Source: an optimization exercise on an open RTL-to-GDS flow (aim: small area and a short achievable clock period). Production flows keep margins and buffers that such runs may drop. Only the layout flow was run in this run; the RTL was not checked for function there. Power is estimated from default activity; no workload was simulated.

`design/flow/flow/run.sh`:
```
#!/bin/bash
# The standard layout (standard.sh), with two changes:
#  - port buffers use the smallest buffer cell (buf_1) instead of the default choice;
#  - if flow/dont_use.txt exists, it replaces the platform's don't-use list
#    (it repeats the platform's list and adds slow wide OR/NOR cells).
set -uo pipefail
export BUFFER_PORTS_ARGS="-buffer_cell sky130_fd_sc_hd__buf_1"
args=()
if [[ -s flow/dont_use.txt ]]; then
  args+=("DONT_USE_CELLS=$(tr '\n' ' ' < flow/dont_use.txt)")
fi
echo "extra make args: ${args[*]:-}" > run_args.log
bash standard.sh "${args[@]}" finish > standard.log 2>&1
```
`design/flow/flow/dont_use.txt`:
```
sky130_fd_sc_hd__probe_p_8
sky130_fd_sc_hd__probec_p_8
sky130_fd_sc_hd__lpflow_bleeder_1
sky130_fd_sc_hd__lpflow_clkbufkapwr_1
sky130_fd_sc_hd__lpflow_clkbufkapwr_16
sky130_fd_sc_hd__lpflow_clkbufkapwr_2
sky130_fd_sc_hd__lpflow_clkbufkapwr_4
sky130_fd_sc_hd__lpflow_clkbufkapwr_8
sky130_fd_sc_hd__lpflow_clkinvkapwr_1
sky130_fd_sc_hd__lpflow_clkinvkapwr_16
sky130_fd_sc_hd__lpflow_clkinvkapwr_2
sky130_fd_sc_hd__lpflow_clkinvkapwr_4
sky130_fd_sc_hd__lpflow_clkinvkapwr_8
sky130_fd_sc_hd__lpflow_decapkapwr_12
sky130_fd_sc_hd__lpflow_decapkapwr_3
sky130_fd_sc_hd__lpflow_decapkapwr_4
sky130_fd_sc_hd__lpflow_decapkapwr_6
sky130_fd_sc_hd__lpflow_decapkapwr_8
sky130_fd_sc_hd__lpflow_inputiso0n_1
sky130_fd_sc_hd__lpflow_inputiso0p_1
sky130_fd_sc_hd__lpflow_inputiso1n_1
sky130_fd_sc_hd__lpflow_inputiso1p_1
sky130_fd_sc_hd__lpflow_inputisolatch_1
sky130_fd_sc_hd__lpflow_isobufsrc_1
sky130_fd_sc_hd__lpflow_isobufsrc_16
sky130_fd_sc_hd__lpflow_isobufsrc_2
sky130_fd_sc_hd__lpflow_isobufsrc_4
sky130_fd_sc_hd__lpflow_isobufsrc_8
sky130_fd_sc_hd__lpflow_isobufsrckapwr_16
sky130_fd_sc_hd__lpflow_lsbuf_lh_hl_isowell_tap_1
sky130_fd_sc_hd__lpflow_lsbuf_lh_hl_isowell_tap_2
sky130_fd_sc_hd__lpflow_lsbuf_lh_hl_isowell_tap_4
sky130_fd_sc_hd__lpflow_lsbuf_lh_isowell_4
sky130_fd_sc_hd__lpflow_lsbuf_lh_isowell_tap_1
sky130_fd_sc_hd__lpflow_lsbuf_lh_isowell_tap_2
sky130_fd_sc_hd__lpflow_lsbuf_lh_isowell_tap_4
#
#
Define
fill
cells
sky130_fd_sc_hd__or4_1
sky130_fd_sc_hd__or4_2
sky130_fd_sc_hd__or4_4
sky130_fd_sc_hd__nor4_1
sky130_fd_sc_hd__nor4_2
sky130_fd_sc_hd__nor4_4
sky130_fd_sc_hd__or4b_1
sky130_fd_sc_hd__or4b_2
sky130_fd_sc_hd__or4b_4
sky130_fd_sc_hd__or4bb_1
sky130_fd_sc_hd__or4bb_2
sky130_fd_sc_hd__or4bb_4
sky130_fd_sc_hd__nor4b_1
sky130_fd_sc_hd__nor4b_2
sky130_fd_sc_hd__nor4b_4
sky130_fd_sc_hd__nor4bb_1
sky130_fd_sc_hd__nor4bb_2
sky130_fd_sc_hd__nor4bb_4
sky130_fd_sc_hd__or3_1
sky130_fd_sc_hd__or3_2
sky130_fd_sc_hd__or3_4
sky130_fd_sc_hd__nor3_1
sky130_fd_sc_hd__nor3_2
sky130_fd_sc_hd__nor3_4
sky130_fd_sc_hd__or3b_1
sky130_fd_sc_hd__or3b_2
sky130_fd_sc_hd__or3b_4
sky130_fd_sc_hd__nor3b_1
sky130_fd_sc_hd__nor3b_2
sky130_fd_sc_hd__nor3b_4
```
`design/flow/standard.sh`:
```
#!/bin/bash
# synth_recipe.tcl (not shown) runs the flow's synth.tcl, then flattens the netlist and writes it again
# the make line also repeats each setting of config.mk as NAME=value (left out here)
make -C /OpenROAD-flow-scripts/flow DESIGN_CONFIG=/design/flow/config.mk WORK_HOME=/design/flow/orfs CLKGATE_MAP_FILE= SYNTH_SCRIPT=/design/flow/synth_recipe.tcl "${@:-finish}"
```
`design/flow/config.mk`:
```
export PLATFORM = sky130hd
export DESIGN_NAME = counters
export DESIGN_NICKNAME = counters
export VERILOG_FILES = /design/flow/design.v
export SDC_FILE = /design/flow/constraint.sdc
export NUM_CORES = 4
export LEC_CHECK = 0
export CAP_MARGIN = 20
export CORE_MARGIN = 2
export CORE_UTILIZATION = 40
export SETUP_SLACK_MARGIN = 1.3
export SLEW_MARGIN = 20
```
`design/flow/constraint.sdc`:
```
create_clock -name core_clock -period 3.3 [get_ports {sysclk}]
set_input_delay 0.6600 -clock core_clock [delete_from_list [all_inputs] [get_ports {sysclk}]]
set_output_delay 0.6600 -clock core_clock [all_outputs]
set_load 0.01 [all_outputs]
```
`design/flow/design.v`:
```
module counters_tmr(
input wire clk,
input wire rst,
input wire baz,
input wire blrb,
input wire bar,
input wire zz1pb,
input wire [31:0] turn,
output reg [31:0] cnt,
output reg cwm,
output wire expire
);
  reg armed;
  reg nz;
  wire [31:0] b;
  assign b[0] = 1'b1;
  wire b_l0_1 = ~cnt[1] & ~cnt[0];
  wire b_l0_3 = ~cnt[3] & ~cnt[2];
  wire b_l0_5 = ~cnt[5] & ~cnt[4];
  wire b_l0_7 = ~cnt[7] & ~cnt[6];
  wire b_l0_9 = ~cnt[9] & ~cnt[8];
  wire b_l0_11 = ~cnt[11] & ~cnt[10];
  wire b_l0_13 = ~cnt[13] & ~cnt[12];
  wire b_l0_15 = ~cnt[15] & ~cnt[14];
  wire b_l0_17 = ~cnt[17] & ~cnt[16];
  wire b_l0_19 = ~cnt[19] & ~cnt[18];
  wire b_l0_21 = ~cnt[21] & ~cnt[20];
  wire b_l0_23 = ~cnt[23] & ~cnt[22];
  wire b_l0_25 = ~cnt[25] & ~cnt[24];
  wire b_l0_27 = ~cnt[27] & ~cnt[26];
  wire b_l0_29 = ~cnt[29] & ~cnt[28];
  wire b_l0_31 = ~cnt[31] & ~cnt[30];
  wire b_l1_2 = ~cnt[2] & b_l0_1;
  wire b_l1_3 = b_l0_3 & b_l0_1;
  wire b_l1_6 = ~cnt[6] & b_l0_5;
  wire b_l1_7 = b_l0_7 & b_l0_5;
  wire b_l1_10 = ~cnt[10] & b_l0_9;
  wire b_l1_11 = b_l0_11 & b_l0_9;
  wire b_l1_14 = ~cnt[14] & b_l0_13;
  wire b_l1_15 = b_l0_15 & b_l0_13;
  wire b_l1_18 = ~cnt[18] & b_l0_17;
  wire b_l1_19 = b_l0_19 & b_l0_17;
  wire b_l1_22 = ~cnt[22] & b_l0_21;
  wire b_l1_23 = b_l0_23 & b_l0_21;
  wire b_l1_26 = ~cnt[26] & b_l0_25;
  wire b_l1_27 = b_l0_27 & b_l0_25;
  wire b_l1_30 = ~cnt[30] & b_l0_29;
  wire b_l1_31 = b_l0_31 & b_l0_29;
  wire b_l2_4 = ~cnt[4] & b_l1_3;
  wire b_l2_5 = b_l0_5 & b_l1_3;
  wire b_l2_6 = b_l1_6 & b_l1_3;
  wire b_l2_7 = b_l1_7 & b_l1_3;
  wire b_l2_12 = ~cnt[12] & b_l1_11;
  wire b_l2_13 = b_l0_13 & b_l1_11;
  wire b_l2_14 = b_l1_14 & b_l1_11;
  wire b_l2_15 = b_l1_15 & b_l1_11;
  wire b_l2_20 = ~cnt[20] & b_l1_19;
  wire b_l2_21 = b_l0_21 & b_l1_19;
  wire b_l2_22 = b_l1_22 & b_l1_19;
  wire b_l2_23 = b_l1_23 & b_l1_19;
  wire b_l2_28 = ~cnt[28] & b_l1_27;
  wire b_l2_29 = b_l0_29 & b_l1_27;
  wire b_l2_30 = b_l1_30 & b_l1_27;
  wire b_l2_31 = b_l1_31 & b_l1_27;
  wire b_l3_8 = ~cnt[8] & b_l2_7;
  wire b_l3_9 = b_l0_9 & b_l2_7;
  wire b_l3_10 = b_l1_10 & b_l2_7;
  wire b_l3_11 = b_l1_11 & b_l2_7;
  wire b_l3_12 = b_l2_12 & b_l2_7;
  wire b_l3_13 = b_l2_13 & b_l2_7;
  wire b_l3_14 = b_l2_14 & b_l2_7;
  wire b_l3_15 = b_l2_15 & b_l2_7;
  wire b_l3_24 = ~cnt[24] & b_l2_23;
  wire b_l3_25 = b_l0_25 & b_l2_23;
  wire b_l3_26 = b_l1_26 & b_l2_23;
  wire b_l3_27 = b_l1_27 & b_l2_23;
  wire b_l3_28 = b_l2_28 & b_l2_23;
  wire b_l3_29 = b_l2_29 & b_l2_23;
  wire b_l3_30 = b_l2_30 & b_l2_23;
  wire b_l3_31 = b_l2_31 & b_l2_23;
  wire b_l4_16 = ~cnt[16] & b_l3_15;
  wire b_l4_17 = b_l0_17 & b_l3_15;
  wire b_l4_18 = b_l1_18 & b_l3_15;
  wire b_l4_19 = b_l1_19 & b_l3_15;
  wire b_l4_20 = b_l2_20 & b_l3_15;
  wire b_l4_21 = b_l2_21 & b_l3_15;
  wire b_l4_22 = b_l2_22 & b_l3_15;
  wire b_l4_23 = b_l2_23 & b_l3_15;
  wire b_l4_24 = b_l3_24 & b_l3_15;
  wire b_l4_25 = b_l3_25 & b_l3_15;
  wire b_l4_26 = b_l3_26 & b_l3_15;
  wire b_l4_27 = b_l3_27 & b_l3_15;
  wire b_l4_28 = b_l3_28 & b_l3_15;
  wire b_l4_29 = b_l3_29 & b_l3_15;
  wire b_l4_30 = b_l3_30 & b_l3_15;
  wire b_l4_31 = b_l3_31 & b_l3_15;
  assign b[1] = ~cnt[0];
  assign b[2] = b_l0_1;
  assign b[3] = b_l1_2;
  assign b[4] = b_l1_3;
  assign b[5] = b_l2_4;
  assign b[6] = b_l2_5;
  assign b[7] = b_l2_6;
  assign b[8] = b_l2_7;
  assign b[9] = b_l3_8;
  assign b[10] = b_l3_9;
  assign b[11] = b_l3_10;
  assign b[12] = b_l3_11;
  assign b[13] = b_l3_12;
  assign b[14] = b_l3_13;
  assign b[15] = b_l3_14;
  assign b[16] = b_l3_15;
  assign b[17] = b_l4_16;
  assign b[18] = b_l4_17;
  assign b[19] = b_l4_18;
  assign b[20] = b_l4_19;
  assign b[21] = b_l4_20;
  assign b[22] = b_l4_21;
  assign b[23] = b_l4_22;
  assign b[24] = b_l4_23;
  assign b[25] = b_l4_24;
  assign b[26] = b_l4_25;
  assign b[27] = b_l4_26;
  assign b[28] = b_l4_27;
  assign b[29] = b_l4_28;
  assign b[30] = b_l4_29;
  assign b[31] = b_l4_30;
  wire up_zero = ~|cnt[31:1];
  wire is_one = up_zero & cnt[0];
  wire turn_nz = |turn;
  wire run = armed & blrb;
  wire load = baz | (run & bar & ~nz);
  wire dec = run & (bar | ~cwm);
  wire shot = ~baz & run & ~bar & ~cwm & is_one;
  assign expire = (~baz & run & bar & ~nz) | shot;
  always @(posedge clk, posedge rst) begin
    if (rst) begin
      cnt <= 32'd0;
      nz <= 1'b0;
      cwm <= 1'b0;
      armed <= 1'b0;
    end else begin
      cnt <= load ? turn : cnt ^ ({32{dec}} & b);
      nz <= load ? turn_nz : dec ? ~is_one : nz;
      if (baz) armed <= turn_nz;
      else if (shot) armed <= 1'b0;
      if (~zz1pb) cwm <= 1'b0;
      else if (expire) cwm <= 1'b1;
    end
  end
endmodule
module counters(
input wire sysclk,
input wire foo_card,
input wire wfoo0_baz,
input wire wfoo0_blrb,
input wire wfoo0_zz1pb,
input wire [31:0] wfoo0_turn,
input wire debct_baz,
input wire debct_blrb,
input wire debct_zz1pb,
input wire debct_bar,
input wire [31:0] debct_turn,
input wire Z0_bar,
input wire Z0_baz,
input wire Z0_blrb,
input wire Z0_zz1pb,
input wire [31:0] Z0_turn,
input wire Y1_bar,
input wire Y1_baz,
input wire Y1_blrb,
input wire Y1_zz1pb,
input wire [31:0] Y1_turn,
input wire X2_bar,
input wire X2_baz,
input wire X2_blrb,
input wire X2_zz1pb,
input wire [31:0] X2_turn,
input wire W3_bar,
input wire W3_baz,
input wire W3_blrb,
input wire W3_zz1pb,
input wire [31:0] W3_turn,
output wire Z0_cwm,
output wire [31:0] Z0,
output wire Y1_cwm,
output wire [31:0] Y1,
output wire X2_cwm,
output wire [31:0] X2,
output wire W3_cwm,
output wire [31:0] W3,
output reg wfoo0_cwm,
output wire [31:0] wfoo0_llwln,
output wire debct_cwm,
output reg debct_pull,
output wire [31:0] debct,
output wire wdfilecardA2P
);
  wire debct_exp, z0_exp, y1_exp, x2_exp, w3_exp;
  counters_tmr t_debct(.clk(sysclk), .rst(foo_card), .baz(debct_baz), .blrb(debct_blrb),
    .bar(debct_bar), .zz1pb(debct_zz1pb), .turn(debct_turn), .cnt(debct), .cwm(debct_cwm),
    .expire(debct_exp));
  counters_tmr t_Z0(.clk(sysclk), .rst(foo_card), .baz(Z0_baz), .blrb(Z0_blrb),
    .bar(Z0_bar), .zz1pb(Z0_zz1pb), .turn(Z0_turn), .cnt(Z0), .cwm(Z0_cwm),
    .expire(z0_exp));
  counters_tmr t_Y1(.clk(sysclk), .rst(foo_card), .baz(Y1_baz), .blrb(Y1_blrb),
    .bar(Y1_bar), .zz1pb(Y1_zz1pb), .turn(Y1_turn), .cnt(Y1), .cwm(Y1_cwm),
    .expire(y1_exp));
  counters_tmr t_X2(.clk(sysclk), .rst(foo_card), .baz(X2_baz), .blrb(X2_blrb),
    .bar(X2_bar), .zz1pb(X2_zz1pb), .turn(X2_turn), .cnt(X2), .cwm(X2_cwm),
    .expire(x2_exp));
  counters_tmr t_W3(.clk(sysclk), .rst(foo_card), .baz(W3_baz), .blrb(W3_blrb),
    .bar(W3_bar), .zz1pb(W3_zz1pb), .turn(W3_turn), .cnt(W3), .cwm(W3_cwm),
    .expire(w3_exp));
  reg [31:0] wd_cnt;
  reg wd_armed, wd_mark, wd_a2p;
  reg wd_nz;
  wire [31:0] wd_b;
  assign wd_b[0] = 1'b1;
  wire wd_b_l0_1 = ~wd_cnt[1] & ~wd_cnt[0];
  wire wd_b_l0_3 = ~wd_cnt[3] & ~wd_cnt[2];
  wire wd_b_l0_5 = ~wd_cnt[5] & ~wd_cnt[4];
  wire wd_b_l0_7 = ~wd_cnt[7] & ~wd_cnt[6];
  wire wd_b_l0_9 = ~wd_cnt[9] & ~wd_cnt[8];
  wire wd_b_l0_11 = ~wd_cnt[11] & ~wd_cnt[10];
  wire wd_b_l0_13 = ~wd_cnt[13] & ~wd_cnt[12];
  wire wd_b_l0_15 = ~wd_cnt[15] & ~wd_cnt[14];
  wire wd_b_l0_17 = ~wd_cnt[17] & ~wd_cnt[16];
  wire wd_b_l0_19 = ~wd_cnt[19] & ~wd_cnt[18];
  wire wd_b_l0_21 = ~wd_cnt[21] & ~wd_cnt[20];
  wire wd_b_l0_23 = ~wd_cnt[23] & ~wd_cnt[22];
  wire wd_b_l0_25 = ~wd_cnt[25] & ~wd_cnt[24];
  wire wd_b_l0_27 = ~wd_cnt[27] & ~wd_cnt[26];
  wire wd_b_l0_29 = ~wd_cnt[29] & ~wd_cnt[28];
  wire wd_b_l0_31 = ~wd_cnt[31] & ~wd_cnt[30];
  wire wd_b_l1_2 = ~wd_cnt[2] & wd_b_l0_1;
  wire wd_b_l1_3 = wd_b_l0_3 & wd_b_l0_1;
  wire wd_b_l1_6 = ~wd_cnt[6] & wd_b_l0_5;
  wire wd_b_l1_7 = wd_b_l0_7 & wd_b_l0_5;
  wire wd_b_l1_10 = ~wd_cnt[10] & wd_b_l0_9;
  wire wd_b_l1_11 = wd_b_l0_11 & wd_b_l0_9;
  wire wd_b_l1_14 = ~wd_cnt[14] & wd_b_l0_13;
  wire wd_b_l1_15 = wd_b_l0_15 & wd_b_l0_13;
  wire wd_b_l1_18 = ~wd_cnt[18] & wd_b_l0_17;
  wire wd_b_l1_19 = wd_b_l0_19 & wd_b_l0_17;
  wire wd_b_l1_22 = ~wd_cnt[22] & wd_b_l0_21;
  wire wd_b_l1_23 = wd_b_l0_23 & wd_b_l0_21;
  wire wd_b_l1_26 = ~wd_cnt[26] & wd_b_l0_25;
  wire wd_b_l1_27 = wd_b_l0_27 & wd_b_l0_25;
  wire wd_b_l1_30 = ~wd_cnt[30] & wd_b_l0_29;
  wire wd_b_l1_31 = wd_b_l0_31 & wd_b_l0_29;
  wire wd_b_l2_4 = ~wd_cnt[4] & wd_b_l1_3;
  wire wd_b_l2_5 = wd_b_l0_5 & wd_b_l1_3;
  wire wd_b_l2_6 = wd_b_l1_6 & wd_b_l1_3;
  wire wd_b_l2_7 = wd_b_l1_7 & wd_b_l1_3;
  wire wd_b_l2_12 = ~wd_cnt[12] & wd_b_l1_11;
  wire wd_b_l2_13 = wd_b_l0_13 & wd_b_l1_11;
  wire wd_b_l2_14 = wd_b_l1_14 & wd_b_l1_11;
  wire wd_b_l2_15 = wd_b_l1_15 & wd_b_l1_11;
  wire wd_b_l2_20 = ~wd_cnt[20] & wd_b_l1_19;
  wire wd_b_l2_21 = wd_b_l0_21 & wd_b_l1_19;
  wire wd_b_l2_22 = wd_b_l1_22 & wd_b_l1_19;
  wire wd_b_l2_23 = wd_b_l1_23 & wd_b_l1_19;
  wire wd_b_l2_28 = ~wd_cnt[28] & wd_b_l1_27;
  wire wd_b_l2_29 = wd_b_l0_29 & wd_b_l1_27;
  wire wd_b_l2_30 = wd_b_l1_30 & wd_b_l1_27;
  wire wd_b_l2_31 = wd_b_l1_31 & wd_b_l1_27;
  wire wd_b_l3_8 = ~wd_cnt[8] & wd_b_l2_7;
  wire wd_b_l3_9 = wd_b_l0_9 & wd_b_l2_7;
  wire wd_b_l3_10 = wd_b_l1_10 & wd_b_l2_7;
  wire wd_b_l3_11 = wd_b_l1_11 & wd_b_l2_7;
  wire wd_b_l3_12 = wd_b_l2_12 & wd_b_l2_7;
  wire wd_b_l3_13 = wd_b_l2_13 & wd_b_l2_7;
  wire wd_b_l3_14 = wd_b_l2_14 & wd_b_l2_7;
  wire wd_b_l3_15 = wd_b_l2_15 & wd_b_l2_7;
  wire wd_b_l3_24 = ~wd_cnt[24] & wd_b_l2_23;
  wire wd_b_l3_25 = wd_b_l0_25 & wd_b_l2_23;
  wire wd_b_l3_26 = wd_b_l1_26 & wd_b_l2_23;
  wire wd_b_l3_27 = wd_b_l1_27 & wd_b_l2_23;
  wire wd_b_l3_28 = wd_b_l2_28 & wd_b_l2_23;
  wire wd_b_l3_29 = wd_b_l2_29 & wd_b_l2_23;
  wire wd_b_l3_30 = wd_b_l2_30 & wd_b_l2_23;
  wire wd_b_l3_31 = wd_b_l2_31 & wd_b_l2_23;
  wire wd_b_l4_16 = ~wd_cnt[16] & wd_b_l3_15;
  wire wd_b_l4_17 = wd_b_l0_17 & wd_b_l3_15;
  wire wd_b_l4_18 = wd_b_l1_18 & wd_b_l3_15;
  wire wd_b_l4_19 = wd_b_l1_19 & wd_b_l3_15;
  wire wd_b_l4_20 = wd_b_l2_20 & wd_b_l3_15;
  wire wd_b_l4_21 = wd_b_l2_21 & wd_b_l3_15;
  wire wd_b_l4_22 = wd_b_l2_22 & wd_b_l3_15;
  wire wd_b_l4_23 = wd_b_l2_23 & wd_b_l3_15;
  wire wd_b_l4_24 = wd_b_l3_24 & wd_b_l3_15;
  wire wd_b_l4_25 = wd_b_l3_25 & wd_b_l3_15;
  wire wd_b_l4_26 = wd_b_l3_26 & wd_b_l3_15;
  wire wd_b_l4_27 = wd_b_l3_27 & wd_b_l3_15;
  wire wd_b_l4_28 = wd_b_l3_28 & wd_b_l3_15;
  wire wd_b_l4_29 = wd_b_l3_29 & wd_b_l3_15;
  wire wd_b_l4_30 = wd_b_l3_30 & wd_b_l3_15;
  wire wd_b_l4_31 = wd_b_l3_31 & wd_b_l3_15;
  assign wd_b[1] = ~wd_cnt[0];
  assign wd_b[2] = wd_b_l0_1;
  assign wd_b[3] = wd_b_l1_2;
  assign wd_b[4] = wd_b_l1_3;
  assign wd_b[5] = wd_b_l2_4;
  assign wd_b[6] = wd_b_l2_5;
  assign wd_b[7] = wd_b_l2_6;
  assign wd_b[8] = wd_b_l2_7;
  assign wd_b[9] = wd_b_l3_8;
  assign wd_b[10] = wd_b_l3_9;
  assign wd_b[11] = wd_b_l3_10;
  assign wd_b[12] = wd_b_l3_11;
  assign wd_b[13] = wd_b_l3_12;
  assign wd_b[14] = wd_b_l3_13;
  assign wd_b[15] = wd_b_l3_14;
  assign wd_b[16] = wd_b_l3_15;
  assign wd_b[17] = wd_b_l4_16;
  assign wd_b[18] = wd_b_l4_17;
  assign wd_b[19] = wd_b_l4_18;
  assign wd_b[20] = wd_b_l4_19;
  assign wd_b[21] = wd_b_l4_20;
  assign wd_b[22] = wd_b_l4_21;
  assign wd_b[23] = wd_b_l4_22;
  assign wd_b[24] = wd_b_l4_23;
  assign wd_b[25] = wd_b_l4_24;
  assign wd_b[26] = wd_b_l4_25;
  assign wd_b[27] = wd_b_l4_26;
  assign wd_b[28] = wd_b_l4_27;
  assign wd_b[29] = wd_b_l4_28;
  assign wd_b[30] = wd_b_l4_29;
  assign wd_b[31] = wd_b_l4_30;
  wire wd_up_zero = ~|wd_cnt[31:1];
  wire wd_is_one = wd_up_zero & wd_cnt[0];
  wire wd_turn_nz = |wfoo0_turn;
  wire wd_run = wd_armed & wfoo0_blrb;
  wire wd_load = wfoo0_baz | (wd_run & ~wd_nz);
  wire wd_hit = ~wfoo0_baz & wd_run & ~wd_nz;
  assign wfoo0_llwln = wd_cnt;
  assign wdfilecardA2P = wd_a2p;
  always @(posedge sysclk, posedge foo_card) begin
    if (foo_card) begin
      wd_cnt <= 32'd0;
      wd_nz <= 1'b0;
      wd_armed <= 1'b0;
      wd_mark <= 1'b0;
      wd_a2p <= 1'b0;
      wfoo0_cwm <= 1'b0;
      debct_pull <= 1'b0;
    end else begin
      debct_pull <= debct_exp;
      wd_a2p <= wd_hit & wd_mark;
      wd_cnt <= wd_load ? wfoo0_turn : wd_cnt ^ ({32{wd_run}} & wd_b);
      wd_nz <= wd_load ? wd_turn_nz : wd_run ? ~wd_is_one : wd_nz;
      if (wfoo0_baz) wd_armed <= wd_nz;
      else if (wd_hit & wd_mark) wd_armed <= 1'b0;
      if (wfoo0_baz) wd_mark <= 1'b0;
      else if (wd_hit) wd_mark <= 1'b1;
      if (~wfoo0_zz1pb) wfoo0_cwm <= 1'b0;
      else if (wd_hit & ~wd_mark) wfoo0_cwm <= 1'b1;
    end
  end
endmodule
```
==> notes.md <==
# TYPE chip_impl_metric gauge
chip_impl_info{name="run_status",value="timing/DRC/antenna clean"} 1
chip_impl_info{name="synth.largest_area_cell",value="sky130_fd_sc_hd__dfrtp_1"} 1
chip_impl_metric{name="wl",unit="um"} 41200
chip_impl_metric{name="netlist_area",unit="um2"} 12700
chip_impl_metric{name="synth-edff-count",unit=""} 0
chip_impl_metric{name="fp.dieW",unit="um"} 182
chip_impl_metric{name="hpwl",unit="um"} 30900
chip_impl_info{name="dominant_delay_contributor_by_cell_family_on_the_critical_path",value="flip-flops"} 1
chip_impl_info{name="synth_top_cells_by_area",value="sky130_fd_sc_hd__dfrtp_1, sky130_fd_sc_hd__nor2_1, sky130_fd_sc_hd__a31oi_1"} 1
chip_impl_metric{name="period_minus_slack",unit="ns"} 1.91
chip_impl_metric{name="setup_viol",unit=""} 0
chip_impl_metric{name="synth_largest_type_area_fraction",unit="%"} 41.9
chip_impl_metric{name="worst-path-max-fanout",unit=""} 7
chip_impl_metric{name="htreeDepth",unit=""} 1
chip_impl_info{name="timing.setup.critical_path_class",value="reg2out"} 1
chip_impl_metric{name="numPortBuffers",unit=""} 416
chip_impl_metric{name="syn-instance-count",unit=""} 1542
chip_impl_metric{name="gp_routability_congestion",unit=""} 0.888
chip_impl_metric{name="async_flop_share",unit="%"} 100
chip_impl_metric{name="floorplan.initialDensity",unit="%"} 40.4
chip_impl_metric{name="power.static_leakage",unit="nW"} 6.11
chip_impl_metric{name="initial_antenna_violation_count",unit=""} 3
chip_impl_metric{name="clk_pin_slew",unit="ns"} 0.06
chip_impl_metric{name="final_nets",unit=""} 2143
chip_impl_metric{name="avgSynthCellArea",unit="um2"} 8.26
chip_impl_info{name="setup_crit_start_kind",value="flip-flop"} 1
chip_impl_metric{name="synth_adder_area_share",unit="%"} 0.590
chip_impl_info{name="worst_setup_path_endpoint",value="W3[26]"} 1
chip_impl_metric{name="finalMaxSlewViolations",unit=""} 0
chip_impl_metric{name="p_total",unit="mW"} 7.43
chip_impl_metric{name="slew_headroom",unit="%"} 46.4
chip_impl_metric{name="yosysSeqAreaShare",unit="%"} 41.9
chip_impl_metric{name="floorplan.die_area",unit="um2"} 33300
chip_impl_info{name="reg2reg_end",value="t_debct.cnt[28]"} 1
chip_impl_metric{name="synth.distinct_cells",unit=""} 59
chip_impl_info{name="grt_setup_unrepaired",value="true"} 1
chip_impl_metric{name="worst-r2r-cell-count",unit=""} 5
chip_impl_metric{name="clkSinkCount",unit=""} 213
chip_impl_metric{name="global_route.usage.met2",unit="%"} 40.0
chip_impl_info{name="critical_path.slowest_cell",value="sky130_fd_sc_hd__dfrtp_1"} 1
chip_impl_info{name="leading_post_synthesis_cells_by_instance_count",value="sky130_fd_sc_hd__nor2_1, sky130_fd_sc_hd__dfrtp_1, sky130_fd_sc_hd__nand2_1, sky130_fd_sc_hd__o21ai_0, sky130_fd_sc_hd__a31oi_1"} 1
chip_impl_metric{name="max-vdd-ir-drop",unit="uV"} 367
chip_impl_metric{name="number_of_global_route_vias_before_repair",unit=""} 12490
chip_impl_metric{name="fmax",unit="GHz"} 0.522
chip_impl_metric{name="drc",unit=""} 0
chip_impl_metric{name="stdcell_count",unit=""} 2342
chip_impl_metric{name="synth-warning-count",unit=""} 2
chip_impl_info{name="cp_cell_sequence",value="buf_1"} 1
chip_impl_info{name="cts_root_buffer_type",value="sky130_fd_sc_hd__clkbuf_16"} 1
chip_impl_metric{name="r2r_setup_slack",unit="ns"} 1.40
chip_impl_info{name="endpoint_kind",value="output port"} 1
chip_impl_metric{name="route.detailed.vias_per_inst",unit=""} 5.53
chip_impl_metric{name="worst_slew_pin_slew",unit="ns"} 0.804
chip_impl_metric{name="overall_die_height",unit="um"} 182
chip_impl_metric{name="grt_first_pass_wirelength",unit="um"} 65200
chip_impl_metric{name="gr-usage-met3",unit="%"} 6.61
chip_impl_info{name="rr_startpoint",value="t_debct.armed"} 1
chip_impl_metric{name="drv.max_cap_violation_count",unit=""} 0
chip_impl_metric{name="globalRoute.totalOverflow",unit=""} 0
chip_impl_metric{name="fin_crit_sh",unit="%"} 58.0
chip_impl_metric{name="worst_path_largest_cell_delay",unit="ns"} 0.45
chip_impl_metric{name="worstSetupPathDepth",unit=""} 1
chip_impl_metric{name="boundaryPins",unit=""} 417
chip_impl_metric{name="fraction_of_final_layout_cells_sized_beyond_drive_strength_1",unit="%"} 5.57
chip_impl_info{name="setup.worst_path.start",value="t_W3.cnt[26]"} 1
chip_impl_metric{name="insertion_delay",unit="ns"} 0.53
chip_impl_metric{name="routed_wirelength_normalized_by_instance_count",unit="um"} 17.6
chip_impl_info{name="yosys_most_used_dff",value="sky130_fd_sc_hd__dfrtp_1"} 1
chip_impl_metric{name="grtUsageMet1",unit="%"} 30.6
chip_impl_metric{name="post_synth_xor_area_fraction",unit="%"} 5.02
chip_impl_info{name="synth_top_family_by_area",value="simple AND/OR/NAND/NOR gates"} 1
chip_impl_metric{name="placed_cells_incl_taps",unit=""} 2292
chip_impl_metric{name="cts_max_path_buffers",unit=""} 3
chip_impl_info{name="grt_busiest_layer",value="met2"} 1
chip_impl_metric{name="drtAntennaViolNets",unit=""} 0
chip_impl_metric{name="final.setup.tns",unit="ns"} 0
chip_impl_metric{name="num_vias",unit=""} 12948
chip_impl_metric{name="synth_net_count",unit=""} 1765
chip_impl_metric{name="cp.buffers_inverters",unit=""} 1
chip_impl_metric{name="gr-usage-all-layers",unit="%"} 24.1
chip_impl_info{name="yosys.cell_count.top_type",value="sky130_fd_sc_hd__nor2_1"} 1
chip_impl_metric{name="p_r_area_growth_vs_syn",unit="%"} 21.3
chip_impl_metric{name="floorplan.core_area",unit="um2"} 31500
chip_impl_metric{name="multiplexer_fraction_of_the_synthesized_cell_area",unit="%"} 0.423
chip_impl_metric{name="synth-simple-area-share",unit="%"} 32.1
chip_impl_metric{name="finClkSkew",unit="ns"} 0.00716
chip_impl_metric{name="cts_buffers",unit=""} 26
chip_impl_info{name="timing.hold.worst.class",value="in2async"} 1
chip_impl_metric{name="power.density",unit="nW/um2"} 481
chip_impl_metric{name="rows",unit=""} 65
chip_impl_metric{name="dr.pass1.iters",unit=""} 5
chip_impl_metric{name="worst-endpoint-required",unit="ns"} 2.64
chip_impl_metric{name="synth_compound_area_share",unit="%"} 15.3
chip_impl_metric{name="holdBufCountCts",unit=""} 0
chip_impl_metric{name="critical_path_arrival",unit="ns"} 1.25
chip_impl_metric{name="grt_max_degree",unit=""} 108
chip_impl_metric{name="dr.first_iter.drc_count",unit=""} 754
chip_impl_metric{name="synth-seq-cells",unit=""} 213
chip_impl_info{name="tritoncts_clock_tree",value="done"} 1
chip_impl_metric{name="final_hold_viol_count",unit=""} 0
==> sequential cells by signal, summed over array words and instances, names as in the netlist, 32 cells and up <==
| register | count |
|---|---|
| t_debct.cnt | 32 |
| t_Z0.cnt | 32 |
| wd_cnt | 32 |
| t_Y1.cnt | 32 |
| t_W3.cnt | 32 |
| t_X2.cnt | 32 |
==> per-stage QoR <==
| step | utilization [%] | hold slack (ns) | worst slack [ns] | instance area [um2] |
|---|---|---|---|---|
| global placement | 46.2 | 0.514 | 0.863 | 14500 |
| CTS | 48.9 | 0.319 | 1.32 | 15400 |
| global route | 49.1 | 0.333 | 1.22 | 15400 |
| finish | 49.1 | 0.262 | 1.39 | 15400 |
| floorplan | - | 0.482 | -0.130 | 12700 |
| detailed placement | 46.2 | 0.533 | 0.784 | 14500 |
==> kinds of logic after synthesis <==
group / Yosys count
xor gates and xnor gates: 73
buffers and inverters: 128
and+or+nand+nor: 804
muxes: 5
AOI/OAI and AO/OA: 313
DFF: 213
adders and majority gates: 6
==> area by class of cell <==
type / count / area, um2
clock inverters: 6 / 30.0
flip-flops and latches: 213 / 5330
well taps: 402 / 503
clock buffers: 41 / 808
inverters: 45 / 173
fillers: 3172 / 16000
multi-input cells: 1201 / 6870
diodes: 1 / 2.50
repair buffers: 433 / 1730
==> cells in the final DEF (no fill, tap or decap), drive strengths merged, types with 20 or more instances in the layout <==
cell type | netlist | routed
buf | 45 | 433
nor2 | 331 | 331
dfrtp | 213 | 213
nand2 | 158 | 158
o21ai | 125 | 125
a31oi | 101 | 101
nand4 | 66 | 66
inv | 45 | 44
xor2 | 43 | 43
clkbuf | 38 | 41
nand3 | 40 | 40
nand4b | 35 | 35
and3 | 32 | 32
xnor2 | 30 | 30
nand3b | 25 | 25
and2 | 24 | 24
and4 | 23 | 23
nor2b | 20 | 20
==> where the power goes <==
group	internal, mW	leakage, nW	switching (mW)	total, mW
Clock	1.67	0.421	1.14	2.81
Sequential	2.88	2.48	0.316	3.20
Combinational	0.535	3.22	0.886	1.42
==> tightest hold or removal path: stages <==
cell and delay [ns]:
sky130_fd_sc_hd__buf_1 0.09, sky130_fd_sc_hd__clkinvlp_4 0.11, sky130_fd_sc_hd__buf_12 0.38
==> worst min path at each step <==
stage / start / end / slack (ns) / depth (start not counted)
floorplan: wd_mark / wd_mark / 0.48 / 2
global placement: wd_mark / wd_mark / 0.51 / 2
detailed placement: wd_mark / wd_mark / 0.53 / 2
CTS: wfoo0_zz1pb / wfoo0_cwm / 0.32 / 2
global route: foo_card / t_debct.cnt[24] / 0.33 / 3
finish: foo_card / t_debct.cnt[19] / 0.26 / 3
==> repair_timing <==
action | in CTS | in global routing
resized for setup | 9 | 15
setup endpoints to repair | 60 | 47
pin swaps | 1 | 1
buffers inserted | 1 | 1
==> per-layer routing <==
metal	wire length, um	part of all wire, %
met5	27	0.066
met4	1180	2.9
met3	3510	8.5
met2	18900	46
met1	17600	43

separate check: timing with driven ports:
In the flow no input, the clock included, has a driving cell. The finished layout below was timed again as built, in two steps.
Step 1: set_driving_cell puts a clkbuf_16 on sysclk and a buf_2 on each other input, an assumption about the parent block.
Step 2 moves the port delays by t, midway between the first and last clock arrival at a register: inputs arrive t later, outputs are due t later. That takes back most of the time a late clock gives input paths.
Three values: no drivers, after step 1, after step 2; two values: the first two.
shift t [ns]: 0.573
setup slack, ns: 1.385 / 1.334 / 0.955
clock arrival spread, ns: 0.007 / 0.007
pins driven straight from the clock port: 1
After both steps setup and hold are still met in this run. For this run, drivers alone change the setup slack by -0.051 ns; drivers and shift together by -0.430 ns.
